Source: an optimization exercise on an open RTL-to-GDS flow (aim: a short achievable clock period and few clock cycles). Production flows keep margins and buffers that such runs may drop. Only simulation tests tie the RTL to the original design; equivalence was not proved. Power figures rest on the tool's default switching activity, not on a simulated workload.

### flow/flow/run.sh
#!/bin/bash
set -euo pipefail
MARGIN=${MARGIN:-6.8}
bash standard.sh SETUP_SLACK_MARGIN=$MARGIN finish > standard_flow.log 2>&1
### flow/constraint.sdc
create_clock -name core_clock -period 10.0 [get_ports {CPU_CLK}]
set_input_delay 2.0000 -clock core_clock [delete_from_list [all_inputs] [get_ports {CPU_CLK}]]
set_output_delay 2.0000 -clock core_clock [all_outputs]
set_load 0.01 [all_outputs]
### flow/config.mk
export PLATFORM = sky130hd
export DESIGN_NAME = RV32Core
export DESIGN_NICKNAME = RV32Core
export VERILOG_FILES = /design/flow/design.v
export SDC_FILE = /design/flow/constraint.sdc
export NUM_CORES = 8
export LEC_CHECK = 0
export CAP_MARGIN = 20
export CORE_MARGIN = 2
export CORE_UTILIZATION = 35
export PLACE_DENSITY = 0.55
export SLEW_MARGIN = 20
export SYNTH_HIERARCHICAL = 1
### flow/design.v
`timescale 1ns / 1ps
`timescale 1ns / 1ps
module Adder32(
    input wire [31:0] a, b,
    output wire [31:0] s
    );
    assign s = a + b;
endmodule
module Sub32(
    input wire [31:0] a, b,
    output wire [31:0] d
    );
    assign d = a - b;
endmodule
module Shifter(
    input wire [31:0] a,
    input wire [4:0] sh,
    input wire s_sll, s_srl, s_sra,
    output wire [31:0] q
    );
    wire [31:0] shl = a << sh;
    wire [31:0] shr = a >> sh;
    wire [31:0] sra = $signed(a) >>> sh;
    assign q = ({32{s_sll}} & shl) | ({32{s_srl}} & shr) | ({32{s_sra}} & sra);
endmodule
module SetLess(
    input wire [31:0] a, b,
    input wire s_slt, s_sltu,
    output wire q
    );
    assign q = (s_slt & ($signed(a) < $signed(b))) | (s_sltu & (a < b));
endmodule
module ResultSel(
    input wire [31:0] diff, shift, logic_r, pre,
    input wire slt,
    input wire s_sub, s_pre,
    output wire [31:0] rest
    );
    assign rest = ({32{s_sub}} & diff) | shift | logic_r | ({32{s_pre}} & pre) | {31'd0, slt};
endmodule
module ALU(
    input wire [31:0] aA, oA, a, o2,
    input wire [31:0] pre,        
    input wire s_add, s_sub, s_sll, s_srl, s_sra, s_slt, s_sltu, s_xor, s_or, s_and,
               s_pre,
    output wire [31:0] sum,       
    output wire [31:0] sum2,      
    output wire [31:0] rest       
    );
    wire [31:0] diff, shift;
    wire slt;
    Adder32 add(.a(aA), .b(oA), .s(sum));
    Adder32 add2(.a(aA), .b(oA), .s(sum2));
    Sub32 sub(.a(aA), .b(oA), .d(diff));
    Shifter shu(.a(a), .sh(o2[4:0]), .s_sll(s_sll), .s_srl(s_srl), .s_sra(s_sra), .q(shift));
    SetLess slu(.a(a), .b(o2), .s_slt(s_slt), .s_sltu(s_sltu), .q(slt));
    wire [31:0] logic_r = ({32{s_xor}} & (a ^ o2)) | ({32{s_or}} & (a | o2)) | ({32{s_and}} & (a & o2));
    ResultSel rsel(.diff(diff), .shift(shift), .logic_r(logic_r), .pre(pre), .slt(slt),
                   .s_sub(s_sub), .s_pre(s_pre), .rest(rest));
endmodule
`timescale 1ns / 1ps
module BranchDecisionMaking(
    input wire [2:0] f3,
    input wire [31:0] a, b,
    output reg taken
    );
    wire beq = a == b;
    wire blt = $signed(a) < $signed(b);
    wire bltu = a < b;
    always @(*) begin
        case (f3)
            3'd0: taken = beq;
            3'd1: taken = !beq;
            3'd4: taken = blt;
            3'd5: taken = !blt;
            3'd6: taken = bltu;
            default: taken = !bltu;
        endcase
    end
endmodule
`timescale 1ns / 1ps
module DataExt(
    input wire [31:0] rd,
    input wire [2:0] f3,
    input wire [1:0] a,
    input wire ld,
    input wire [31:0] res,
    output wire [31:0] wdata
    );
    reg [31:0] ldv;
    always @(*) begin
        case (f3)
            3'd0: case (a)
                    2'd0: ldv = {{24{rd[7]}}, rd[7:0]};
                    2'd1: ldv = {{24{rd[15]}}, rd[15:8]};
                    2'd2: ldv = {{24{rd[23]}}, rd[23:16]};
                    default: ldv = {{24{rd[31]}}, rd[31:24]};
                  endcase
            3'd1: ldv = a[1] ? {{16{rd[31]}}, rd[31:16]} : {{16{rd[15]}}, rd[15:0]};
            3'd4: case (a)
                    2'd0: ldv = {24'd0, rd[7:0]};
                    2'd1: ldv = {24'd0, rd[15:8]};
                    2'd2: ldv = {24'd0, rd[23:16]};
                    default: ldv = {24'd0, rd[31:24]};
                  endcase
            3'd5: ldv = a[1] ? {16'd0, rd[31:16]} : {16'd0, rd[15:0]};
            default: ldv = rd;
        endcase
    end
    assign wdata = ld ? ldv : res;
endmodule
`timescale 1ns / 1ps
module EXSegReg(
    input wire [31:0] sum, rest, res_m, wdata, rv, imm,
    input wire g_sum, g_rest, g_m, g_w, g_rv, g_imm,
    output wire [31:0] q
    );
    assign q = ({32{g_sum}} & sum) | ({32{g_rest}} & rest) | ({32{g_m}} & res_m) |
               ({32{g_w}} & wdata) | ({32{g_rv}} & rv) | ({32{g_imm}} & imm);
endmodule
`timescale 1ns / 1ps
module HarzardUnit(
    input wire [4:0] rs1, rs2, rd_e, rd_m, rd_w,
    input wire v_d, v_e, wr_e, ld_e, v_m, wr_m, ld_m, wr_w,
    input wire use1, use2,
    output wire stall,
    output wire ga1, ga2, ga3, gar, gb1, gb2, gb3, gbr
    );
    wire d1a = v_e && wr_e && rd_e == rs1;    
    wire d2a = v_m && wr_m && rd_m == rs1;
    wire d3a = wr_w && rd_w == rs1;
    wire d1b = v_e && wr_e && rd_e == rs2;
    wire d2b = v_m && wr_m && rd_m == rs2;
    wire d3b = wr_w && rd_w == rs2;
    wire haz1 = use1 && ((d1a && ld_e) || (!d1a && d2a && ld_m));
    wire haz2 = use2 && ((d1b && ld_e) || (!d1b && d2b && ld_m));
    assign stall = v_d && (haz1 || haz2);
    assign ga1 = d1a;
    assign ga2 = !d1a && d2a;
    assign ga3 = !d1a && !d2a && d3a;
    assign gar = !d1a && !d2a && !d3a;
    assign gb1 = d1b;
    assign gb2 = !d1b && d2b;
    assign gb3 = !d1b && !d2b && d3b;
    assign gbr = !d1b && !d2b && !d3b;
endmodule
`timescale 1ns / 1ps
module IFSegReg(
    input wire taken,
    input wire sel_t, sel_n,           
    input wire [31:0] npc_t, npc_n,    
    input wire stall,
    input wire [31:0] pc_hold,         
    input wire [31:0] npc_ns,          
    output wire [31:0] npc
    );
    wire [31:0] npc_d = stall ? pc_hold : npc_ns;
    assign npc = taken ? (sel_t ? npc_t : npc_d) : (sel_n ? npc_n : npc_d);
endmodule
`timescale 1ns / 1ps
module TargetLo(
    input wire [31:0] pc,           
    input wire [31:0] ir,           
    output wire [11:0] lo,          
    output wire [31:12] imm_hi      
    );
    wire [31:0] imm_j = {{11{ir[31]}}, ir[31], ir[19:12], ir[20], ir[30:21], 1'b0};
    wire [31:0] imm_b = {{19{ir[31]}}, ir[31], ir[7], ir[30:25], ir[11:8], 1'b0};
    wire [31:0] imm = ir[2] ? imm_j : imm_b;
    assign lo = {1'b0, pc[11:1]} + {1'b0, imm[11:1]};
    assign imm_hi = imm[31:12];
endmodule
module NPC_Generator(
    input wire [31:12] pc_hi,
    input wire [31:12] imm_hi,
    input wire [11:0] lo,
    output wire [31:0] tgt
    );
    wire [20:0] hs = {pc_hi, lo[11]} + {imm_hi, lo[11]};
    assign tgt = {hs[20:1], lo[10:0], 1'b0};
endmodule
`timescale 1ns / 1ps
module RegisterFile(
    input wire [32*31-1:0] rf_flat,
    input wire [31:0] oh1, oh2,
    output reg [31:0] rv1, rv2
    );
    integer ri;
    always @(*) begin
        rv1 = 32'd0;
        rv2 = 32'd0;
        for (ri = 1; ri < 32; ri = ri + 1) begin
            rv1 = rv1 | ({32{oh1[ri]}} & rf_flat[32*(ri-1) +: 32]);
            rv2 = rv2 | ({32{oh2[ri]}} & rf_flat[32*(ri-1) +: 32]);
        end
    end
endmodule
`timescale 1ns / 1ps
module RV32Core(
    input wire CPU_CLK,
    input wire CPU_RST,
    output wire [31:0] IMEM_A,
    input wire [31:0] IMEM_RD,
    output wire [31:0] DMEM_A,
    output wire [31:0] DMEM_WD,
    output wire [3:0] DMEM_WE,
    input wire [31:0] DMEM_RD
    );
    wire clk = CPU_CLK;
    wire rst = CPU_RST;
    localparam NBTB = 2;
    reg [31:0] pc_f;           
    reg [31:0] pcn_f;          
    wire [31:0] pcq = ~pcn_f;
    reg        v_i;            
    reg [31:0] pc_i;
    reg        bh_i;           
    reg        skid_v;         
    reg [31:0] skid, skid_pc;
    reg [11:0] skid_lo;
    reg [31:12] skid_ihi;
    reg        skid_bh;
    reg        v_d;
    reg [31:0] pc_d;
    reg        bh_d;
    reg [31:0] oh1, oh2;       
    reg [4:0]  rs1_d, rs2_d, rd_d;
    reg [2:0]  f3_d;
    reg        ld_d, st_d, br_d, jalr_d, jal_d;
    reg        use1_d, use2_d, wr_d, bimm_d, useA_d, useC_d, useS_d, useM_d;
    reg        rdir_d;         
    reg [31:0] imm_d;
    reg [11:0] lo_d;           
    reg [31:12] ihi_d;         
    reg        s_add_d, s_sub_d, s_sll_d, s_srl_d, s_sra_d, s_slt_d, s_sltu_d,
               s_xor_d, s_or_d, s_and_d, s_imm_d, s_pcadd_d, s_pc4_d;
    reg        v_e;
    reg [31:0] pc_e;
    reg [4:0]  rd_e;
    reg        wr_e;           
    reg        ld_e, st_e, br_e, jalr_e, jal_e;
    reg [2:0]  f3_e;
    reg [31:0] imm_e;
    reg [31:0] aA, oA, aC, bC, a, o2;
    reg        s_add, s_sub, s_sll, s_srl, s_sra, s_slt, s_sltu, s_xor, s_or, s_and,
               s_pre;
    reg [31:0] pre_e;          
    reg [31:0] pc4_e;
    reg        pt_e;           
    reg [31:0] sum_m, rest_m;   
    reg        sadd_m;
    reg [31:0] dmem_a_q;
    reg [31:0] dmem_wd_q;
    reg [3:0]  dmem_we_q;
    reg [4:0]  rd_m;
    reg        v_m, wr_m, ld_m;
    reg [2:0]  f3_m;
    reg [31:0] res_w;
    reg [4:0]  rd_w;
    reg        wr_w, ld_w;
    reg [31:1] wen_w;          
    reg [2:0]  f3_w;
    reg [1:0]  a_w;
    reg [31:0] rf [1:31];
    reg [NBTB-1:0] btb_v;
    reg [29:0] btb_tag [0:NBTB-1];
    reg [29:0] btb_tgt [0:NBTB-1];
    reg        btb_ptr;
    assign IMEM_A  = pc_f;
    assign DMEM_A  = dmem_a_q;
    assign DMEM_WD = dmem_wd_q;
    assign DMEM_WE = dmem_we_q;
    reg        btb_hit;
    reg [29:0] btb_t;
    integer bi;
    always @(*) begin
        btb_hit = 1'b0;
        btb_t = 30'd0;
        for (bi = 0; bi < NBTB; bi = bi + 1)
            if (btb_v[bi] && btb_tag[bi] == pcq[31:2]) begin
                btb_hit = 1'b1;
                btb_t = btb_t | btb_tgt[bi];
            end
    end
    wire [31:0] pc_f4 = pcq + 32'd4;
    wire [11:0] lo_i;
    wire [31:12] ihi_i;
    wire [31:0] tgt_d;
    TargetLo tgt_lo(.pc(pc_i), .ir(IMEM_RD), .lo(lo_i), .imm_hi(ihi_i));
    NPC_Generator npc_gen(.pc_hi(pc_d[31:12]), .imm_hi(ihi_d), .lo(lo_d), .tgt(tgt_d));
    wire        src_v   = skid_v | v_i;
    wire [31:0] ir      = skid_v ? skid : IMEM_RD;
    wire [31:0] src_pc  = skid_v ? skid_pc : pc_i;
    wire        src_bh  = skid_v ? skid_bh : bh_i;
    wire [11:0] src_lo  = skid_v ? skid_lo : lo_i;
    wire [31:12] src_ihi = skid_v ? skid_ihi : ihi_i;
    wire [6:0] op = ir[6:0];
    wire [4:0] rd = ir[11:7];
    wire [2:0] f3 = ir[14:12];
    wire [4:0] rs1 = ir[19:15];
    wire [4:0] rs2 = ir[24:20];
    wire       f7b = ir[30];
    wire is_lui   = op == 7'b0110111;
    wire is_auipc = op == 7'b0010111;
    wire is_jal   = op == 7'b1101111;
    wire is_jalr  = op == 7'b1100111;
    wire is_br    = op == 7'b1100011;
    wire is_ld    = op == 7'b0000011;
    wire is_st    = op == 7'b0100011;
    wire is_opi   = op == 7'b0010011;
    wire is_op    = op == 7'b0110011;
    wire [31:0] imm_i = {{20{ir[31]}}, ir[31:20]};
    wire [31:0] imm_s = {{20{ir[31]}}, ir[31:25], ir[11:7]};
    wire [31:0] imm_b = {{19{ir[31]}}, ir[31], ir[7], ir[30:25], ir[11:8], 1'b0};
    wire [31:0] imm_u = {ir[31:12], 12'd0};
    wire [31:0] imm_j = {{11{ir[31]}}, ir[31], ir[19:12], ir[20], ir[30:21], 1'b0};
    reg  [31:0] src_oh1, src_oh2;
    integer oi;
    always @(*) begin
        for (oi = 0; oi < 32; oi = oi + 1) begin
            src_oh1[oi] = rs1 == oi;
            src_oh2[oi] = rs2 == oi;
        end
    end
    wire [31:0] rv1, rv2;
    wire [32*31-1:0] rf_flat;
    genvar gi;
    generate
        for (gi = 1; gi < 32; gi = gi + 1) begin : rff
            assign rf_flat[32*(gi-1) +: 32] = rf[gi];
        end
    endgenerate
    RegisterFile rf_read(.rf_flat(rf_flat), .oh1(oh1), .oh2(oh2), .rv1(rv1), .rv2(rv2));
    wire stall, ga1, ga2, ga3, gar, gb1, gb2, gb3, gbr;
    HarzardUnit hz(.rs1(rs1_d), .rs2(rs2_d), .rd_e(rd_e), .rd_m(rd_m), .rd_w(rd_w),
                   .v_d(v_d), .v_e(v_e), .wr_e(wr_e), .ld_e(ld_e), .v_m(v_m), .wr_m(wr_m),
                   .ld_m(ld_m), .wr_w(wr_w), .use1(use1_d), .use2(use2_d), .stall(stall),
                   .ga1(ga1), .ga2(ga2), .ga3(ga3), .gar(gar), .gb1(gb1), .gb2(gb2), .gb3(gb3), .gbr(gbr));
    wire [31:0] wdata;
    wire [31:0] sum, sum2, pcadd, rest_e;    
    wire [31:0] res_m = sadd_m ? sum_m : rest_m;
    wire [31:0] aA_n, oA_n, aC_n, bC_n, a_n, o2_n;
    EXSegReg opAA(.sum(sum), .rest(rest_e), .res_m(res_m), .wdata(wdata), .rv(rv1), .imm(imm_d),
                  .g_sum(ga1 & useA_d & s_add), .g_rest(ga1 & useA_d & !s_add), .g_m(ga2 & useA_d),
                  .g_w(ga3 & useA_d), .g_rv(gar & useA_d), .g_imm(1'b0), .q(aA_n));
    EXSegReg opOA(.sum(sum), .rest(rest_e), .res_m(res_m), .wdata(wdata), .rv(rv2), .imm(imm_d),
                  .g_sum(gb1 & !bimm_d & useA_d & s_add), .g_rest(gb1 & !bimm_d & useA_d & !s_add),
                  .g_m(gb2 & !bimm_d & useA_d), .g_w(gb3 & !bimm_d & useA_d), .g_rv(gbr & !bimm_d & useA_d),
                  .g_imm(bimm_d & useA_d), .q(oA_n));
    EXSegReg opAC(.sum(sum), .rest(rest_e), .res_m(res_m), .wdata(wdata), .rv(rv1), .imm(imm_d),
                  .g_sum(ga1 & useC_d & s_add), .g_rest(ga1 & useC_d & !s_add), .g_m(ga2 & useC_d),
                  .g_w(ga3 & useC_d), .g_rv(gar & useC_d), .g_imm(1'b0), .q(aC_n));
    EXSegReg opBC(.sum(sum), .rest(rest_e), .res_m(res_m), .wdata(wdata), .rv(rv2), .imm(imm_d),
                  .g_sum(gb1 & useS_d & s_add), .g_rest(gb1 & useS_d & !s_add), .g_m(gb2 & useS_d),
                  .g_w(gb3 & useS_d), .g_rv(gbr & useS_d), .g_imm(1'b0), .q(bC_n));
    EXSegReg opAM(.sum(sum), .rest(rest_e), .res_m(res_m), .wdata(wdata), .rv(rv1), .imm(imm_d),
                  .g_sum(ga1 & useM_d & s_add), .g_rest(ga1 & useM_d & !s_add), .g_m(ga2 & useM_d),
                  .g_w(ga3 & useM_d), .g_rv(gar & useM_d), .g_imm(1'b0), .q(a_n));
    EXSegReg opOM(.sum(sum), .rest(rest_e), .res_m(res_m), .wdata(wdata), .rv(rv2), .imm(imm_d),
                  .g_sum(gb1 & !bimm_d & useM_d & s_add), .g_rest(gb1 & !bimm_d & useM_d & !s_add),
                  .g_m(gb2 & !bimm_d & useM_d), .g_w(gb3 & !bimm_d & useM_d), .g_rv(gbr & !bimm_d & useM_d),
                  .g_imm(bimm_d & useM_d), .q(o2_n));
    wire redir_d = v_d && !bh_d && rdir_d;
    wire [31:0] auipc_d, pc4_d;
    Adder32 addau(.a(pc_d), .b(imm_d), .s(auipc_d));
    assign pc4_d = pc_d + 32'd4;
    wire pt_d = bh_d || redir_d;    
    wire [31:0] b  = bC;
    wire [31:0] pc4 = pc4_e;
    ALU alu(.aA(aA), .oA(oA), .a(a), .o2(o2), .pre(pre_e),
            .s_add(s_add), .s_sub(s_sub), .s_sll(s_sll), .s_srl(s_srl), .s_sra(s_sra),
            .s_slt(s_slt), .s_sltu(s_sltu), .s_xor(s_xor), .s_or(s_or), .s_and(s_and),
            .s_pre(s_pre), .sum(sum), .sum2(sum2), .rest(rest_e));
    Adder32 addpc(.a(pc_e), .b(imm_e), .s(pcadd));    
    wire taken;
    BranchDecisionMaking bdm(.f3(f3_e), .a(aC), .b(bC), .taken(taken));
    wire act = br_e ? taken : jal_e;          
    reg        jp_v;
    reg [31:0] jp_t;
    wire ve = v_e && !jp_v;                   
    wire misp = jp_v || (ve && (jalr_e || act != pt_e));
    reg [3:0] we_e;
    reg [31:0] wd_e;
    always @(*) begin
        case (f3_e[1:0])
            2'd0: begin we_e = 4'b0001 << sum2[1:0]; wd_e = {4{b[7:0]}}; end
            2'd1: begin we_e = sum2[1] ? 4'b1100 : 4'b0011; wd_e = {2{b[15:0]}}; end
            default: begin we_e = 4'b1111; wd_e = b; end
        endcase
        if (!(ve && st_e)) we_e = 4'b0000;
    end
    DataExt dext(.rd(DMEM_RD), .f3(f3_w), .a(a_w), .ld(ld_w), .res(res_w), .wdata(wdata));
    integer wi;
    always @(posedge clk) begin
        for (wi = 1; wi < 32; wi = wi + 1)
            if (rst) rf[wi] <= 32'd0;
            else if (wen_w[wi]) rf[wi] <= wdata;
    end
    wire take_d0 = redir_d && !stall;
    wire take_d = take_d0 && !misp;
    wire [31:0] npc_ns = redir_d ? tgt_d : btb_hit ? {btb_t, 2'b00} : pc_f4;
    wire [31:0] jalr_t = {sum2[31:1], 1'b0};
    wire e_jalr = jp_v;
    wire e_nb = ve && !br_e && !jalr_e;                  
    wire e_jn = e_nb && jal_e && !pt_e;        
    wire e_xp = e_nb && !jal_e && pt_e;        
    wire sel_t = e_jalr | (ve && br_e && !pt_e) | e_jn | e_xp;
    wire sel_n = e_jalr | (ve && br_e && pt_e) | e_jn | e_xp;
    wire [31:0] npc_t = e_jalr ? jp_t : e_xp ? pc4 : pcadd;
    wire [31:0] npc_n = e_jalr ? jp_t : e_jn ? pcadd : pc4;
    wire [31:0] npc;
    IFSegReg npc_sel(.taken(taken), .sel_t(sel_t), .sel_n(sel_n), .npc_t(npc_t), .npc_n(npc_n),
                     .stall(stall), .pc_hold(pcq), .npc_ns(npc_ns), .npc(npc));
    reg btbu_v;
    reg [29:0] btbu_pc, btbu_tgt;
    integer wj;
    always @(posedge clk) begin
        if (rst) begin
            pc_f <= 32'd0;
            pcn_f <= 32'hFFFFFFFF;
            v_i <= 1'b0;
            skid_v <= 1'b0;
            v_d <= 1'b0;
            v_e <= 1'b0;
            v_m <= 1'b0;
            wr_w <= 1'b0;
            wen_w <= 31'd0;
            dmem_we_q <= 4'd0;
            btb_v <= {NBTB{1'b0}};
            btb_ptr <= 1'b0;
            btbu_v <= 1'b0;
            jp_v <= 1'b0;
        end else begin
            pc_f <= npc;
            pcn_f <= ~npc;
            v_i <= !(misp || take_d);
            if (misp || take_d) begin
                v_d <= 1'b0;
                skid_v <= 1'b0;
            end else if (stall) begin
                if (v_i) skid_v <= 1'b1;
            end else begin
                v_d <= src_v;
                skid_v <= 1'b0;
            end
            v_e <= v_d && !stall && !misp;
            v_m <= ve;
            jp_v <= ve && jalr_e;
            dmem_we_q <= we_e;    
            wr_w <= v_m && wr_m;
            for (wj = 1; wj < 32; wj = wj + 1)
                wen_w[wj] <= v_m && wr_m && rd_m == wj;
            btbu_v <= ve && act;
            if (btbu_v) begin : upd
                reg found;
                integer k;
                found = 1'b0;
                for (k = 0; k < NBTB; k = k + 1)
                    if (btb_v[k] && btb_tag[k] == btbu_pc) found = 1'b1;
                if (!found) begin
                    btb_v[btb_ptr] <= 1'b1;
                    btb_ptr <= !btb_ptr;
                end
            end
        end
    end
    always @(posedge clk) begin
        pc_i <= pcq;
        bh_i <= btb_hit;
        if (stall && !skid_v) begin
            skid <= IMEM_RD;
            skid_pc <= pc_i;
            skid_bh <= bh_i;
            skid_lo <= lo_i;
            skid_ihi <= ihi_i;
        end
        if (!stall) begin
            pc_d <= src_pc;
            bh_d <= src_bh;
            lo_d <= src_lo;
            ihi_d <= src_ihi;
            oh1 <= src_oh1;
            oh2 <= src_oh2;
            rs1_d <= rs1;
            rs2_d <= rs2;
            rd_d <= rd;
            f3_d <= f3;
            ld_d <= is_ld;
            st_d <= is_st;
            br_d <= is_br;
            jalr_d <= is_jalr;
            jal_d <= is_jal;
            use1_d <= is_jalr | is_br | is_ld | is_st | is_opi | is_op;
            use2_d <= is_br | is_st | is_op;
            wr_d <= (is_lui | is_auipc | is_jal | is_jalr | is_ld | is_opi | is_op) && rd != 5'd0;
            bimm_d <= !(is_op || is_br);
            useA_d <= is_ld | is_st | is_jalr | ((is_op | is_opi) & f3 == 3'd0);   
            useC_d <= is_br;                                                       
            useS_d <= is_br | is_st;                                               
            useM_d <= (is_op | is_opi) & f3 != 3'd0;                               
            rdir_d <= is_jal || (is_br && ir[31]);
            imm_d <= is_st ? imm_s : is_br ? imm_b : (is_lui | is_auipc) ? imm_u : is_jal ? imm_j : imm_i;
            s_add_d  <= (is_op && f3 == 3'd0 && !f7b) || (is_opi && f3 == 3'd0);
            s_sub_d  <= is_op && f3 == 3'd0 && f7b;
            s_sll_d  <= (is_op || is_opi) && f3 == 3'd1;
            s_slt_d  <= (is_op || is_opi) && f3 == 3'd2;
            s_sltu_d <= (is_op || is_opi) && f3 == 3'd3;
            s_xor_d  <= (is_op || is_opi) && f3 == 3'd4;
            s_srl_d  <= (is_op || is_opi) && f3 == 3'd5 && !f7b;
            s_sra_d  <= (is_op || is_opi) && f3 == 3'd5 && f7b;
            s_or_d   <= (is_op || is_opi) && f3 == 3'd6;
            s_and_d  <= (is_op || is_opi) && f3 == 3'd7;
            s_imm_d  <= is_lui;
            s_pcadd_d <= is_auipc;
            s_pc4_d  <= is_jal || is_jalr;
        end
        pc_e <= pc_d;
        rd_e <= rd_d;
        wr_e <= wr_d;
        ld_e <= ld_d;
        st_e <= st_d;
        br_e <= br_d;
        jalr_e <= jalr_d;
        jal_e <= jal_d;
        f3_e <= f3_d;
        imm_e <= imm_d;
        aA <= aA_n;
        oA <= oA_n;
        aC <= aC_n;
        bC <= bC_n;
        a  <= a_n;
        o2 <= o2_n;
        s_add <= s_add_d;
        s_sub <= s_sub_d;
        s_sll <= s_sll_d;
        s_srl <= s_srl_d;
        s_sra <= s_sra_d;
        s_slt <= s_slt_d;
        s_sltu <= s_sltu_d;
        s_xor <= s_xor_d;
        s_or <= s_or_d;
        s_and <= s_and_d;
        s_pre <= s_imm_d | s_pcadd_d | s_pc4_d;
        pre_e <= s_imm_d ? imm_d : s_pcadd_d ? auipc_d : pc4_d;
        pc4_e <= pc4_d;
        pt_e <= pt_d;
        sum_m <= sum2;
        rest_m <= rest_e;
        sadd_m <= s_add;
        dmem_a_q <= sum2;
        dmem_wd_q <= wd_e;
        rd_m <= rd_e;
        wr_m <= wr_e;
        ld_m <= ld_e;
        f3_m <= f3_e;
        res_w <= res_m;
        rd_w <= rd_m;
        ld_w <= ld_m;
        f3_w <= f3_m;
        a_w <= dmem_a_q[1:0];
        jp_t <= jalr_t;
        btbu_pc <= pc_e[31:2];
        btbu_tgt <= pcadd[31:2];
        if (btbu_v && !rst) begin : upd2
            reg found;
            integer k;
            found = 1'b0;
            for (k = 0; k < NBTB; k = k + 1)
                if (btb_v[k] && btb_tag[k] == btbu_pc) found = 1'b1;
            if (!found) begin
                btb_tag[btb_ptr] <= btbu_pc;
                btb_tgt[btb_ptr] <= btbu_tgt;
            end
        end
    end
endmodule
### flow/standard.sh
#!/bin/bash
# synth_recipe.tcl (not shown) runs the flow's synth.tcl, then flattens the netlist and writes it again
# the make line also repeats each setting of config.mk as NAME=value (left out here)
make -C /OpenROAD-flow-scripts/flow DESIGN_CONFIG=/design/flow/config.mk WORK_HOME=/design/flow/orfs CLKGATE_MAP_FILE= SYNTH_SCRIPT=/design/flow/synth_recipe.tcl "${@:-finish}"
==> impl_metrics.py, run 1 <==
metrics = {
    "timing": {
        "period_share": 0.354,
        "tns_ns": 0,
        "fin_crit_ns": 3.54,
        "slew_violations": 0,
        "relSlewSlack": 0.0966,
        "clock_skew_ns": 0.144,
        "fmax_ghz": 0.282,
        "holdWs_ns": 0.312,
        "setup_viol": 0,
        "setup_slack_ns": 6.46,
        "worst_pin_slew_ns": 1.36,
        "finalHoldViolCount": 0,
        "rsz0062_at_grt": "true",
    },
    "worst_setup_path": {
        "cp_data_required_time_ns": 8.00,
        "critPathLaunchType": "register",
        "cp-end-kind": "output pin",
        "path_class": "register to output pin",
        "crit_path_top_delay_cell": "dfxtp_2",
        "cp_num_buf_inv": 2,
        "worst_ep_arrival_time_ns": 1.54,
        "critical_path.max_stage_delay_ns": 0.33,
        "cp_max_fo": 2,
        "path_delay_family": "flip-flops",
        "crit_chain": "buf_12 -> buf_6",
    },
    "die": {
        "fp.dieW_um": 559,
        "start_util": 0.352,
        "ios": 166,
        "row_count": 203,
        "core-area_sq_um": 306000,
        "dieArea_sq_um": 313000,
        "dieHeight_um": 559,
    },
    "run_status": {
        "status": "timing/DRC/antenna clean",
    },
    "detailed_routing": {
        "routed_wl_mm": 497,
        "wl_per_cell_um": 32.1,
        "vias": 96974,
        "first_pass_iters": 12,
        "ant_nets": 0,
        "via_per_inst": 6.27,
        "drcViolationCount": 0,
        "drt_iter0_markers": 13064,
    },
    "global_routing": {
        "antenna_found_initial": 51,
        "grt_pass1_vias": 91681,
        "overflow": 0,
        "grt_pass1_wl_mm": 686,
        "grt.total_usage": 0.299,
        "grt_max_degree": 98,
    },
    "cts": {
        "numCtsBuffers": 230,
        "cts_sinks": 2109,
        "clk_pin_slew_ns": 0.07,
        "clock_latency_ns": 0.98,
        "cts_tree": "built",
        "ctsLongestPathBuffers": 4,
        "ctsHoldBuffers": 0,
        "cts_htree_levels": 4,
        "root_buffer": "clkbuf_16",
    },
    "finish": {
        "largest_register_ffs": 992,
        "top_regs": "rf x992, btb_tag x60, btb_tgt x60",
        "nNetsFinal": 11540,
        "largest-register": "rf",
        "synthToLayoutAreaGrowth_pct": 19.8,
        "drive_above_1_share": 0.204,
    },
    "power_and_ir_drop": {
        "pwr_density_cell_nw_per_um2": 153,
        "peakVddDrop_uv": 195,
        "p_leak_nw": 46.6,
    },
    "logic_synthesis": {
        "synth_area_per_cell_sq_um": 9.73,
        "yosysWarningCount": 11,
        "synthCells": 11098,
        "synthesis.area_sq_um": 108000,
    },
    "placement": {
        "gp_congestion": 0.973,
        "place.port_buffers": 165,
        "dp_worst_setup_slack_ns": 4.24,
        "dp_hpwl_mm": 320,
    },
    "hold_path": {
        "hp-class": "register to register",
    },
    "job": {
        "cap_violations": 0,
    },
}
what timing repair did:
action                                  4_1_cts  5_1_grt
setup buffers                               180       96
endpoints found under the hold margin         0        0
gates resized for setup                    1239      461
pin swaps                                   213      255
endpoints found under the setup margin     1859     1197
gates cloned                                 29       16
cell usage in the layout, fill, tap and decap left out, drive strengths merged, types with 65 or more instances in the layout:
cell,instances
a22o,70
xor2,125
o22ai,76
a222oi,65
mux2i,1142
ha,314
nand2,517
dfxtp,1689
clkinv,77
edfxtp,420
a211oi,65
or4,71
a21oi,282
buf,614
a21o,111
nand4,209
o21ai,245
a22oi,1391
inv,308
a31oi,92
mux2,191
nand3,419
clkbuf,318
nor2,1384
a221oi,114
xnor2,248
nand2b,76
per-stage QoR:
stage	total power [W]	area, sq um	util	cells
after floorplan	0.00989	109000	-	11117
after global routing	0.0203	129000	0.422	15456
final	0.0198	129000	0.422	15473
after global placement	0.0105	113000	0.369	14698
after CTS	0.0198	126000	0.411	15334
after detailed placement	0.0105	113000	0.369	14700
where the power goes:
part | switching, W | internal [W]
Combinational | 0.00103 | 0.000593
Clock | 0.00383 | 0.00538
Sequential | 0.000196 | 0.00880
path summary, 6_finish.rpt:
path | endpoint | cells after the start | slack (ns) | start
hold / removal | s_xor | 0 | 0.31 | s_xor_d
hold reg to reg | s_xor | 0 | 0.31 | s_xor_d
setup / recovery | DMEM_A[12] | 2 | 6.46 | dmem_a_q[12]
setup reg to reg | o2[6] | 13 | 6.63 | o2[0]
per-layer routing:
layer / routed length (um) / vias to the layer above / global-route usage
li1: - / 41297 / -
met2: 213000 / 6187 / 0.451
met4: 40200 / 18 / 0.206
met1: 191000 / 47874 / 0.372
met5: 121 / - / 0
met3: 52300 / 1598 / 0.0778
final cells by class:
type | count | area (sq um)
Antenna cell | 27 | 67.6
Tap cell | 4100 | 5130
Sequential cell | 2109 | 47000
Timing Repair inverter | 2 | 15.0
Clock inverter | 123 | 1600
Inverter | 303 | 1150
Multi-Input combinational cell | 7815 | 60600
Fill cell | 29465 | 177000
Timing Repair Buffer | 692 | 7290
Clock buffer | 302 | 6480
Testbench counts, summed over its fixed seeds: cycles 229,130.
==> inputs of run 2 (changes only) <==
--- a/flow/design.v
+++ b/flow/design.v
@@ -232,6 +232,8 @@
     reg [31:0] imm_d;
     reg [11:0] lo_d;           
     reg [31:12] ihi_d;         
+    reg [31:12] pchi_d;        
+    reg        held_d;         
     reg        s_add_d, s_sub_d, s_sll_d, s_srl_d, s_sra_d, s_slt_d, s_sltu_d,
                s_xor_d, s_or_d, s_and_d, s_imm_d, s_pcadd_d, s_pc4_d;
     reg        v_e;
@@ -287,7 +289,7 @@
     wire [31:12] ihi_i;
     wire [31:0] tgt_d;
     TargetLo tgt_lo(.pc(pc_i), .ir(IMEM_RD), .lo(lo_i), .imm_hi(ihi_i));
-    NPC_Generator npc_gen(.pc_hi(pc_d[31:12]), .imm_hi(ihi_d), .lo(lo_d), .tgt(tgt_d));
+    NPC_Generator npc_gen(.pc_hi(pchi_d), .imm_hi(ihi_d), .lo(lo_d), .tgt(tgt_d));
     wire        src_v   = skid_v | v_i;
     wire [31:0] ir      = skid_v ? skid : IMEM_RD;
     wire [31:0] src_pc  = skid_v ? skid_pc : pc_i;
@@ -360,7 +362,7 @@
                   .g_sum(gb1 & !bimm_d & useM_d & s_add), .g_rest(gb1 & !bimm_d & useM_d & !s_add),
                   .g_m(gb2 & !bimm_d & useM_d), .g_w(gb3 & !bimm_d & useM_d), .g_rv(gbr & !bimm_d & useM_d),
                   .g_imm(bimm_d & useM_d), .q(o2_n));
-    wire redir_d = v_d && !bh_d && rdir_d;
+    wire redir_d = v_d && !bh_d && rdir_d && !held_d;
     wire [31:0] auipc_d, pc4_d;
     Adder32 addau(.a(pc_d), .b(imm_d), .s(auipc_d));
     assign pc4_d = pc_d + 32'd4;
@@ -474,11 +476,13 @@
             skid_lo <= lo_i;
             skid_ihi <= ihi_i;
         end
+        lo_d <= src_lo;
+        ihi_d <= src_ihi;
+        pchi_d <= src_pc[31:12];
+        held_d <= stall;
         if (!stall) begin
             pc_d <= src_pc;
             bh_d <= src_bh;
-            lo_d <= src_lo;
-            ihi_d <= src_ihi;
             oh1 <= src_oh1;
             oh2 <= src_oh2;
             rs1_d <= rs1;
--- a/flow/config.mk
+++ b/flow/config.mk
@@ -7,7 +7,7 @@
 export LEC_CHECK = 0
 export CAP_MARGIN = 20
 export CORE_MARGIN = 2
-export CORE_UTILIZATION = 35
-export PLACE_DENSITY = 0.55
+export CORE_UTILIZATION = 50
+export PLACE_DENSITY = 0.65
 export SLEW_MARGIN = 20
 export SYNTH_HIERARCHICAL = 1
==> run 2 against run 1 <==
Against the previous run: die area is 30% lower; hold slack better by 0.0093 ns; critical path type is now register to register; critical endpoint is now a[30]; count of clock-buffer cells in the layout is 12 higher; global-route usage is 10 points higher; critical path depth is 11 higher.
==> impl_metrics.py, run 2 <==
metrics = {
    "finish": {
        "synthToLayoutAreaGrowth_pct": 16.4,
        "postLayoutCoreUtil": 0.586,
        "nNetsFinal": 11486,
        "drive_above_1_share": 0.185,
        "largest_register_ffs": 992,
        "largest-register": "rf",
        "top_regs": "rf x992, btb_tag x60, btb_tgt x60",
        "final_area_sq_um": 126000,
        "layout_common_cells": "1501 x dfxtp_1, 1359 x nor2_1, 1312 x a22oi_1",
        "fill_cells": 18184,
        "layout_commonest_cell": "dfxtp_1",
    },
    "cts": {
        "clock_latency_ns": 0.89,
        "ctsLongestPathBuffers": 3,
        "numCtsBuffers": 221,
        "cts_tree": "built",
        "clk_pin_slew_ns": 0.06,
        "cts_sinks": 2130,
        "root_buffer": "clkbuf_16",
        "cts_htree_levels": 4,
    },
    "detailed_routing": {
        "first_pass_iters": 11,
        "met3WireLength_mm": 52.7,
        "wl_met2_mm": 197,
        "drcViolationCount": 0,
        "drt_iter0_markers": 14361,
        "wl_met1_mm": 173,
        "top_layer_used": "met5",
        "wl_per_cell_um": 32.7,
        "via_per_inst": 6.82,
        "ant_nets": 0,
        "vias": 96427,
        "routed_wl_mm": 463,
    },
    "timing": {
        "fin_crit_ns": 3.49,
        "finalHoldViolCount": 0,
        "fmax_ghz": 0.286,
        "setup_slack_ns": 6.51,
        "period_share": 0.349,
        "slew_violations": 0,
        "worst_pin_slew_ns": 1.11,
        "clock_skew_ns": 0.0901,
        "holdWs_ns": 0.321,
        "setup_viol": 0,
        "tns_ns": 0,
        "relSlewSlack": 0.242,
        "rsz0062_at_grt": "true",
    },
    "job": {
        "cap_violations": 0,
    },
    "placement": {
        "gp_congestion": 1.00,
        "dp_hpwl_mm": 298,
        "place.port_buffers": 165,
        "dp_worst_setup_slack_ns": 4.75,
        "placed_area_sq_um": 112000,
    },
    "die": {
        "dieHeight_um": 469,
        "ios": 166,
        "core-area_sq_um": 215000,
        "dieArea_sq_um": 220000,
        "fp.dieW_um": 469,
        "start_util": 0.503,
        "row_count": 170,
    },
    "worst_setup_path": {
        "cp_data_required_time_ns": 10.78,
        "path_delay_family": "simple AND/OR/NAND/NOR gates",
        "cp_max_fo": 7,
        "crit_chain": "inv_1 -> ha_1 -> nand4_1 -> nor2_4 -> nand3_1 -> o21ai_2 -> o21bai_2 -> nor2_1 -> a211oi_4 -> nand2_2 -> nand2_8 -> a22oi_2 -> nand3_1",
        "cp_num_buf_inv": 1,
        "critPathLaunchType": "register",
        "cp-end-kind": "register",
        "critical_path.max_stage_delay_ns": 0.53,
        "worst_ep_arrival_time_ns": 4.27,
        "crit_path_top_delay_cell": "dfxtp_1",
        "cp_common_cell": "nand3_1",
        "path_class": "register to register",
    },
    "global_routing": {
        "grt.total_usage": 0.400,
        "overflow": 0,
        "grt_pass1_wl_mm": 646,
        "antenna_found_initial": 36,
        "grt_pass1_vias": 90541,
        "grt_max_degree": 121,
    },
    "logic_synthesis": {
        "synthCells": 11113,
        "synthesis.area_sq_um": 108000,
        "synth_area_per_cell_sq_um": 9.73,
        "yosysWarningCount": 11,
    },
    "power_and_ir_drop": {
        "peakVddDrop_uv": 226,
        "p_leak_nw": 45.9,
        "pwr_density_cell_nw_per_um2": 154,
    },
    "run_status": {
        "status": "timing/DRC/antenna clean",
    },
    "hold_path": {
        "hp-class": "register to register",
    },
}
## run 2: cell types whose count changed in the layout (fill, tap and decap cells not counted), sizes merged, moves of 14 or more
cell,previous run,this run
clkinv,77,58
edfxtp,420,388
clkbuf,318,332
diode,27,13
buf,614,549
dfxtp,1689,1742
## run 2: layout make-up
| class | count | area [sq um] | area share |
|---|---|---|---|
| diodes | 13 | 32.5 | 0.000258 |
| clock buffers | 314 | 6330 | 0.0503 |
| clock inverters | 101 | 1270 | 0.0101 |
| inverters | 307 | 1170 | 0.00930 |
| multi-input cells | 7805 | 59700 | 0.475 |
| flip-flops and latches | 2130 | 47000 | 0.374 |
| well taps | 2838 | 3550 | 0.0282 |
| repair buffers | 632 | 6730 | 0.0534 |
| repair inverters | 2 | 15.0 | 0.000119 |
## run 2: metal layers
metal,up-vias,global-route usage
met4,18,0.277
met5,-,0
li1,41175,-
met3,1653,0.108
met1,47230,0.497
met2,6351,0.605
## run 2: report_power, final
group	total (W)	leakage (nW)	switching [W]	internal, W
Clock	0.00873	3.72	0.00372	0.00501
Combinational	0.00157	24.0	0.000987	0.000582
Sequential	0.00905	18.2	0.000186	0.00886
Total	0.0193	45.9	0.00489	0.0145
## run 2: worst paths after layout
path	from	end	slack [ns]	depth (start not counted)
worst min register to register	s_or_d	s_or	0.32	0
worst max register to register	oA[27]	a[30]	6.51	13
worst min-delay path	s_or_d	s_or	0.32	0
worst max-delay path	oA[27]	a[30]	6.51	13
## run 2: what timing repair did
item | 4_1_cts | 5_1_grt
gates resized for setup | 1035 | 453
cloned | 30 | 15
pin swaps | 100 | 211
endpoints found under the setup margin | 1794 | 1246
buffers inserted | 158 | 83
hold buffers | 0 | 0
## run 2: worst reg2reg max path, delay by kind of cell, from the launching register on
family	cells	cell delay, ns
buffers and inverters	1	0.09
and+or+nand+nor	7	1.29
adders and majority gates	1	0.37
DFF	1	0.53
AOI/OAI and AO/OA	4	1.14
## run 2: metrics by stage
| stage | instances | total power (W) |
|---|---|---|
| after floorplan | 11132 | 0.00996 |
| after CTS | 14031 | 0.0192 |
| final | 14142 | 0.0193 |
| after global placement | 13426 | 0.0105 |
| after detailed placement | 13428 | 0.0105 |
| after global routing | 14134 | 0.0198 |
Testbench counts of run 2, summed over its fixed seeds: cycles 229,130.
==> inputs of run 3 (changes only) <==
==> flow/flow/run.sh (replaced) <==
#!/bin/bash
set -euo pipefail
MARGIN=${MARGIN:-7.0}
bash standard.sh SETUP_SLACK_MARGIN=$MARGIN finish > standard_flow.log 2>&1
==> run 3 against run 2 <==
Against the previous run: global-route usage is 1.1 points higher; critical endpoint is now DMEM_A[16]; core utilization is 3.5 points higher; clock power hardly changed; cell count is 2.2% higher; sequential share of layout area is 2.1 points lower; synthesized area stayed put; maximum frequency is 0.51% lower; clock skew is 0.0064 ns higher; via count is 3.8% higher.
==> impl_metrics.py, run 3 <==
metrics = {
    "run_status": {
        "status": "timing/DRC/antenna clean",
    },
    "logic_synthesis": {
        "synthesis.area_sq_um": 108000,
        "synth_area_per_cell_sq_um": 9.73,
        "synthCells": 11113,
        "yosysWarningCount": 11,
    },
    "die": {
        "row_count": 170,
        "ios": 166,
        "dieHeight_um": 469,
        "core-area_sq_um": 215000,
        "fp.dieW_um": 469,
        "start_util": 0.503,
        "dieArea_sq_um": 220000,
    },
    "detailed_routing": {
        "drt_iter0_markers": 16119,
        "drcViolationCount": 0,
        "ant_nets": 0,
        "first_pass_iters": 12,
        "wl_per_cell_um": 33.9,
        "via_per_inst": 6.93,
        "vias": 100063,
        "routed_wl_mm": 490,
    },
    "worst_setup_path": {
        "cp-end-kind": "output pin",
        "cp_max_fo": 2,
        "timing.reg2reg.setup_slack_ns": 6.60,
        "worst_ep_arrival_time_ns": 1.51,
        "cp_data_required_time_ns": 8.00,
        "path_class": "register to output pin",
        "critPathLaunchType": "register",
    },
    "finish": {
        "layout_commonest_cell": "dfxtp_1",
        "layout_common_cells": "1484 x dfxtp_1, 1353 x nor2_1, 1197 x a22oi_1",
        "synthToLayoutAreaGrowth_pct": 23.4,
        "largest_register_ffs": 992,
        "nNetsFinal": 11783,
        "drive_above_1_share": 0.240,
        "largest-register": "rf",
        "top_regs": "rf x992, btb_tag x60, btb_tgt x60",
    },
    "timing": {
        "holdWs_ns": 0.319,
        "setup_viol": 0,
        "period_share": 0.351,
        "setup_slack_ns": 6.49,
        "fmax_ghz": 0.285,
        "fin_crit_ns": 3.51,
        "worst_pin_slew_ns": 1.21,
        "clock_skew_ns": 0.0965,
        "finalHoldViolCount": 0,
        "rsz0062_at_grt": "true",
        "relSlewSlack": 0.197,
        "tns_ns": 0,
        "slew_violations": 0,
    },
    "global_routing": {
        "grt_max_degree": 121,
        "grt.total_usage": 0.412,
        "antenna_found_initial": 35,
        "grt_pass1_vias": 92469,
        "grt_pass1_wl_mm": 662,
        "overflow": 0,
    },
    "cts": {
        "numCtsBuffers": 221,
        "clock_latency_ns": 0.91,
        "cts_htree_levels": 4,
        "cts_tree": "built",
        "clk_pin_slew_ns": 0.06,
        "root_buffer": "clkbuf_16",
        "cts_sinks": 2130,
        "ctsLongestPathBuffers": 3,
    },
    "placement": {
        "dp_worst_setup_slack_ns": 4.75,
        "place.port_buffers": 165,
        "gp_congestion": 1.00,
        "dp_hpwl_mm": 298,
    },
    "power_and_ir_drop": {
        "p_leak_nw": 48.7,
        "pwr_density_cell_nw_per_um2": 147,
        "finalPower_w": 0.0196,
        "peakVddDrop_uv": 227,
    },
    "job": {
        "cap_violations": 0,
    },
    "hold_path": {
        "hp-class": "register to register",
    },
}
==> run 3: repair_timing <==
| action | in CTS | in global routing |
|---|---|---|
| resized for setup | 1560 | 660 |
| setup buffers | 287 | 157 |
| hold endpoints to repair | 0 | 0 |
| gates cloned | 68 | 70 |
| setup endpoints to repair | 1824 | 1473 |
| hold buffers | 0 | 0 |
| pin swaps | 345 | 474 |
==> run 3: final cells by class <==
cell class,count,area [sq um]
clock buffers,314,6330
well taps,2838,3550
inverters,307,1180
diodes,22,55.1
multi-input cells,7805,62300
repair buffers,929,11700
fillers,17301,81400
repair inverters,2,15.0
flip-flops and latches,2130,47100
clock inverters,101,1270
==> run 3: stage by stage <==
stage | util | area (sq um) | instances
CTS | 0.594 | 128000 | 14198
detailed placement | 0.519 | 112000 | 13428
global placement | 0.519 | 112000 | 13426
finish | 0.621 | 133000 | 14448
global route | 0.621 | 133000 | 14436
floorplan | - | 109000 | 11132
==> run 3: final timing paths <==
path	start	endpoint	cells after the start
setup / recovery	dmem_a_q[16]	DMEM_A[16]	2
hold / removal	s_or_d	s_or	0
setup reg to reg	oA[25]	a[30]	13
hold reg to reg	s_or_d	s_or	0
==> run 3: metal layers <==
| layer | share of wire | global-route usage | up-vias |
|---|---|---|---|
| li1 | - | - | 41820 |
| met1 | 0.37 | 0.510 | 48814 |
| met2 | 0.42 | 0.610 | 7388 |
| met3 | 0.13 | 0.118 | 2019 |
| met4 | 0.088 | 0.300 | 22 |
| met5 | 0.00032 | 0 | - |
==> run 3: critical path, stage by stage (launching register included) <==
cell and delay, ns:
dfxtp_2 0.33, buf_8 0.15, buf_6 0.12
==> run 3: power breakdown <==
part	internal (W)	switching, W
Sequential	0.00886	0.000187
Clock	0.00501	0.00374
Combinational	0.000694	0.00108
==> inputs of run 4 (changes only) <==
==> flow/flow/run.sh (replaced) <==
#!/bin/bash
set -euo pipefail
MARGIN=${MARGIN:-6.8}
bash standard.sh SETUP_SLACK_MARGIN=$MARGIN finish > standard_flow.log 2>&1
--- a/flow/config.mk
+++ b/flow/config.mk
@@ -8,6 +8,6 @@
 export CAP_MARGIN = 20
 export CORE_MARGIN = 2
 export CORE_UTILIZATION = 50
-export PLACE_DENSITY = 0.65
+export PLACE_DENSITY = 0.75
 export SLEW_MARGIN = 20
 export SYNTH_HIERARCHICAL = 1
==> run 4 against run 3 <==
Against the previous run: still clean; synthesized cell count did not move; non-clock buffer count is 294 lower; maximum frequency about the same.
==> impl_metrics.py, run 4 <==
metrics = {
    "global_routing": {
        "overflow": 0,
        "grt_pass1_vias": 93186,
        "grt.total_usage": 0.403,
        "grt_pass1_wl_mm": 652,
        "grt_max_degree": 239,
        "antenna_found_initial": 44,
    },
    "timing": {
        "worst_pin_slew_ns": 1.23,
        "clock_skew_ns": 0.0729,
        "slew_violations": 0,
        "relSlewSlack": 0.179,
        "rsz0062_at_grt": "true",
        "fin_crit_ns": 3.51,
        "setup_viol": 0,
        "holdWs_ns": 0.324,
        "fmax_ghz": 0.285,
        "period_share": 0.351,
        "tns_ns": 0,
        "finalHoldViolCount": 0,
    },
    "logic_synthesis": {
        "synth_area_per_cell_sq_um": 9.73,
        "yosysWarningCount": 11,
        "synthesis.area_sq_um": 108000,
        "synthCells": 11113,
    },
    "die": {
        "fp.dieW_um": 469,
        "ios": 166,
        "core-area_sq_um": 215000,
        "start_util": 0.503,
        "row_count": 170,
        "dieHeight_um": 469,
        "dieArea_sq_um": 220000,
    },
    "detailed_routing": {
        "drt_iter0_markers": 16402,
        "vias": 98679,
        "drcViolationCount": 0,
        "ant_nets": 0,
        "routed_wl_mm": 467,
        "wl_per_cell_um": 33.0,
        "via_per_inst": 6.97,
        "first_pass_iters": 12,
    },
    "worst_setup_path": {
        "path_delay_family": "flip-flops",
        "cp_num_buf_inv": 2,
        "critPathLaunchType": "register",
        "cp-end-kind": "output pin",
        "worst_ep_arrival_time_ns": 1.51,
        "cp_max_fo": 2,
        "crit_chain": "buf_12 -> buf_6",
        "critical_path.max_stage_delay_ns": 0.33,
        "crit_path_top_delay_cell": "dfxtp_2",
        "path_class": "register to output pin",
        "cp_data_required_time_ns": 8.00,
    },
    "cts": {
        "clock_latency_ns": 0.92,
        "root_buffer": "clkbuf_16",
        "clk_pin_slew_ns": 0.07,
        "cts_tree": "built",
        "numCtsBuffers": 219,
        "ctsLongestPathBuffers": 3,
        "cts_sinks": 2130,
        "ctsHoldBuffers": 0,
        "cts_htree_levels": 4,
    },
    "run_status": {
        "status": "timing/DRC/antenna clean",
    },
    "finish": {
        "layout_commonest_cell": "dfxtp_1",
        "layout_common_cells": "1512 x dfxtp_1, 1365 x nor2_1, 1301 x a22oi_1",
        "nNetsFinal": 11486,
        "fill_cells": 17646,
        "synthToLayoutAreaGrowth_pct": 16.6,
        "top_regs": "rf x992, btb_tag x60, btb_tgt x60",
        "largest_register_ffs": 992,
        "largest-register": "rf",
        "drive_above_1_share": 0.189,
    },
    "power_and_ir_drop": {
        "pwr_density_cell_nw_per_um2": 154,
        "p_leak_nw": 46.0,
        "finalPower_w": 0.0194,
        "peakVddDrop_uv": 197,
    },
    "placement": {
        "place.port_buffers": 165,
        "dp_hpwl_mm": 297,
        "gp_congestion": 0.996,
    },
    "hold_path": {
        "hp-class": "register to register",
    },
    "job": {
        "cap_violations": 0,
    },
}
run 4: cell count changes in the layout (fill, tap and decap cells not counted), sizes merged:
| cell | before | now |
|---|---|---|
| inv | 313 | 314 |
| clkdlybuf4s50 | 24 | 35 |
| clkbuf | 359 | 340 |
| bufinv | 23 | 19 |
| clkinvlp | 16 | 11 |
| bufbuf | 12 | 6 |
| dlygate4sd2 | 21 | 13 |
| clkdlybuf4s15 | 2 | 1 |
| buf | 819 | 557 |
| clkinv | 58 | 53 |
run 4: worst register-to-register path, delay by kind of cell, from the launching register on:
family | cells | cell delay (ns)
adder cells (fa/ha/maj) | 2 | 0.52
AND/OR/NAND/NOR | 5 | 0.80
AO/OA/AOI/OAI | 6 | 1.26
XOR/XNOR | 1 | 0.16
flip-flops | 1 | 0.35
buffers and inverters | 3 | 0.21
run 4: cell type report:
| cell class | instances | area, sq um | area share |
|---|---|---|---|
| multi-input cells | 7805 | 60200 | 0.477 |
| well taps | 2838 | 3550 | 0.0282 |
| repair buffers | 635 | 6500 | 0.0516 |
| flip-flops and latches | 2130 | 47000 | 0.373 |
| clock buffers | 323 | 6570 | 0.0521 |
| repair inverters | 1 | 7.51 | 0.0000595 |
| inverters | 307 | 1170 | 0.00930 |
| clock inverters | 89 | 1090 | 0.00864 |
| diodes | 22 | 55.1 | 0.000437 |
run 4: metrics by stage:
stage,utilization,instance area [sq um],cells,setup WS (ns)
3_5_place_dp,0.520,112000,13439,4.33
2_1_floorplan,-,109000,11132,1.03
4_1_cts,0.573,123000,14013,6.47
6_report,0.587,126000,14150,6.49
5_1_grt,0.587,126000,14133,6.45
3_3_place_gp,0.520,112000,13439,4.36
run 4: worst paths after layout:
check	from	end	slack, ns	cells past startpoint
max	dmem_a_q[10]	DMEM_A[10]	6.49	2
min	f3_m[1]	f3_w[1]	0.32	0
max reg2reg	aA[0]	aC[24]	6.53	17
min reg2reg	f3_m[1]	f3_w[1]	0.32	0
run 4: repair_timing:
item / 4_1_cts / 5_1_grt
pin swaps: 134 / 220
gates cloned: 20 / 13
buffers inserted: 142 / 101
hold endpoints to repair: 0 / 0
resized for setup: 1049 / 455
endpoints found under the setup margin: 1785 / 1365
run 4: routing by layer:
metal / track usage / wire (um) / up-vias / part of all wire
li1: - / - / 41194 / -
met1: 0.488 / 166000 / 47614 / 0.36
met2: 0.581 / 193000 / 7601 / 0.41
met3: 0.134 / 62500 / 2242 / 0.13
met4: 0.327 / 45300 / 28 / 0.097
met5: 0.000866 / 182 / - / 0.00039
run 4: power breakdown:
part / total, W / leakage [nW] / switching, W / internal, W
clock network: 0.00872 / 3.76 / 0.00368 / 0.00504
logic: 0.00156 / 24.0 / 0.000992 / 0.000573
registers: 0.00907 / 18.2 / 0.000201 / 0.00887
total: 0.0194 / 46.0 / 0.00487 / 0.0145
==> inputs of run 5 (changes only) <==
--- a/flow/config.mk
+++ b/flow/config.mk
@@ -8,6 +8,7 @@
 export CAP_MARGIN = 20
 export CORE_MARGIN = 2
 export CORE_UTILIZATION = 50
-export PLACE_DENSITY = 0.75
+export PLACE_DENSITY = 0.65
 export SLEW_MARGIN = 20
 export SYNTH_HIERARCHICAL = 1
+export TNS_END_PERCENT = 20
==> run 5 against run 4 <==
Against the previous run: critical path type is now input port to register; setup slack better by 0.0033 ns; sequential share of layout area is 0.37 points higher; highest routed layer unchanged; count of clock-buffer cells in the layout is 1 higher; non-clock buffer count is 69 lower; maximum frequency hardly changed; still clean on timing, DRC and antenna.
==> impl_metrics.py, run 5 <==
metrics = {
    "timing": {
        "finalHoldViolCount": 0,
        "tns_ns": 0,
        "clock_skew_ns": 0.0392,
        "fmax_ghz": 0.285,
        "period_share": 0.351,
        "relSlewSlack": 0.147,
        "fin_crit_ns": 3.51,
        "slew_violations": 0,
        "rsz0062_at_grt": "true",
        "setup_viol": 0,
        "worst_pin_slew_ns": 1.28,
    },
    "global_routing": {
        "grt_pass1_vias": 90481,
        "grt_pass1_wl_mm": 631,
        "overflow": 0,
        "grt_max_degree": 238,
        "antenna_found_initial": 26,
        "grt.total_usage": 0.389,
    },
    "die": {
        "row_count": 170,
        "dieArea_sq_um": 220000,
        "ios": 166,
        "core-area_sq_um": 215000,
        "dieHeight_um": 469,
        "start_util": 0.503,
        "fp.dieW_um": 469,
    },
    "placement": {
        "dp_hpwl_mm": 290,
        "gp_congestion": 1.01,
        "place.port_buffers": 165,
        "dp_cells": 13418,
    },
    "cts": {
        "ctsLongestPathBuffers": 3,
        "root_buffer": "clkbuf_16",
        "clk_pin_slew_ns": 0.07,
        "clock_latency_ns": 0.89,
        "cts_htree_levels": 4,
        "cts_sinks": 2130,
        "numCtsBuffers": 222,
        "cts_tree": "built",
    },
    "worst_setup_path": {
        "timing.reg2reg.setup_slack_ns": 6.62,
        "r2r_end": "o2[0]",
        "cp_max_fo": 6,
        "worst_ep_arrival_time_ns": 4.17,
        "path_delay_family": "buffers and inverters",
        "crit_chain": "clkdlybuf4s50_1 -> mux2_2 -> mux2i_1 -> and2_2 -> o2bb2ai_4 -> a22oi_1 -> nand3_1",
        "reg2reg_from": "o2[22]",
        "path_class": "input port to register",
        "cp-end-kind": "register",
        "critPathLaunchType": "input port",
        "crit_path_start": "DMEM_RD[28]",
        "critical_path.max_stage_delay_ns": 0.68,
        "cp_num_buf_inv": 1,
        "endpoint": "o2[4]",
        "cp_data_required_time_ns": 10.66,
        "crit_path_top_delay_cell": "clkdlybuf4s50_1",
        "r2r_cells": 12,
        "crit_cells": 7,
    },
    "job": {
        "cap_violations": 0,
    },
    "detailed_routing": {
        "routed_wl_mm": 449,
        "ant_nets": 0,
        "drt_iter0_markers": 13879,
        "vias": 96149,
        "first_pass_iters": 9,
        "via_per_inst": 6.83,
        "wl_per_cell_um": 31.9,
        "drcViolationCount": 0,
    },
    "logic_synthesis": {
        "synthCells": 11113,
        "yosysWarningCount": 11,
        "synth_area_per_cell_sq_um": 9.73,
        "synthesis.area_sq_um": 108000,
    },
    "finish": {
        "instances_no_fill": 14086,
        "layout_commonest_cell": "dfxtp_1",
        "synthToLayoutAreaGrowth_pct": 15.5,
        "nNetsFinal": 11424,
        "layout_common_cells": "1515 x dfxtp_1, 1364 x nor2_1, 1331 x a22oi_1",
        "largest_register_ffs": 992,
        "top_regs": "rf x992, btb_tag x60, btb_tgt x60",
        "fill_cells": 18156,
        "drive_above_1_share": 0.173,
        "largest-register": "rf",
    },
    "run_status": {
        "status": "timing/DRC/antenna clean",
    },
    "power_and_ir_drop": {
        "pwr_density_cell_nw_per_um2": 155,
        "p_leak_nw": 45.5,
        "peakVddDrop_uv": 163,
    },
    "hold_path": {
        "hp-class": "register to register",
    },
}
==> run 5: cell count changes in the layout (fill, tap and decap cells not counted), moves of 10 or more <==
cell,delta
buf_4,-48
nand2_1,+20
buf_2,-16
ha_1,+15
a22oi_2,-30
nand2_4,-16
inv_2,+10
a22oi_1,+30
==> run 5: layer usage <==
layer | part of all wire | vias to the layer above | track usage
li1 | - | 41071 | -
met1 | 0.37 | 46643 | 0.483
met2 | 0.42 | 6610 | 0.582
met3 | 0.12 | 1805 | 0.104
met4 | 0.087 | 20 | 0.281
met5 | 0.00031 | - | 0.000433
==> run 5: what timing repair did <==
action | in CTS | in global routing
pin swaps | 69 | 169
hold buffers | 0 | 0
gates cloned | 27 | 12
gates resized for setup | 685 | 631
setup endpoints to repair | 1764 | 1394
setup buffers | 108 | 86
==> run 5: through the flow <==
step                hold slack [ns]  worst slack [ns]  utilization  cell area [sq um]  total power [W]
floorplan                     0.310              1.03            -             108000          0.00994
global placement              0.315              4.81        0.519             111000           0.0105
CTS                           0.330              6.50        0.569             122000           0.0192
global route                  0.328              6.50        0.581             125000           0.0198
detailed placement            0.314              4.70        0.519             111000           0.0105
finish                        0.333              6.49        0.581             125000           0.0194
==> run 5: worst min-delay path by stage <==
stage	startpoint	end	slack [ns]	cells past startpoint
3_5_place_dp	f3_m[1]	f3_w[1]	0.31	0
5_1_grt	f3_m[1]	f3_w[1]	0.33	0
4_1_cts	f3_m[1]	f3_w[1]	0.33	0
3_3_place_gp	f3_m[1]	f3_w[1]	0.31	0
2_1_floorplan	f3_m[0]	f3_w[0]	0.31	0
6_report	f3_m[1]	f3_w[1]	0.33	0
==> run 5: power breakdown <==
group          switching [W]  internal, W  leakage, nW  total [W]
sequential          0.000202      0.00887         18.2    0.00907
clock                0.00370      0.00511         3.82    0.00881
combinational       0.000949     0.000549         23.4    0.00150
==> run 5: cell type report <==
class / count / area [sq um] / area share
repair inverters: 2 / 12.5 / 0.000100
flip-flops and latches: 2130 / 47000 / 0.376
repair buffers: 566 / 6020 / 0.0482
clock inverters: 96 / 1220 / 0.00977
inverters: 307 / 1170 / 0.00935
multi-input cells: 7808 / 59300 / 0.475
clock buffers: 324 / 6560 / 0.0525
well taps: 2838 / 3550 / 0.0284
diodes: 15 / 37.5 / 0.000301

==> afterwards: timing with drivers on the ports <==
In the flow no input, the clock included, has a driving cell. The finished layouts below were timed again as built, in two steps.
Step 1, drivers: a clkbuf_16 drives CPU_CLK and a buf_2 each remaining input, both assumed.
Step 2, shift: input delay + t, output delay - t, t = (earliest + latest rising clock arrival at the registers) / 2. This alone moves slack from input paths to output paths.
Slacks: ideal / step 1 / step 2; pairs: ideal / step 1.
run | shift t [ns] | setup WS [ns] | worst setup path at the end | latest minus earliest clock arrival (ns) | worst data-port slew with drivers (ns)
run 1 | 1.004 | 6.458 / 6.357 / 5.707 | input to register | 0.144 / 0.145 | 0.12
run 2 | 0.942 | 6.505 / 6.416 / 5.766 | input to register | 0.091 / 0.091 | 0.13
run 3 | 0.966 | 6.487 / 6.387 / 5.708 | input to register | 0.098 / 0.098 | 0.11
run 4 | 0.974 | 6.488 / 6.397 / 5.804 | input to register | 0.073 / 0.073 | 0.06
run 5 | 0.974 | 6.491 / 6.429 / 5.594 | input to register | 0.043 / 0.043 | 0.06
After both steps setup and hold are still met in every run listed. For run 5, which loses most, drivers alone change the setup slack by -0.062 ns; drivers and shift together by -0.897 ns.
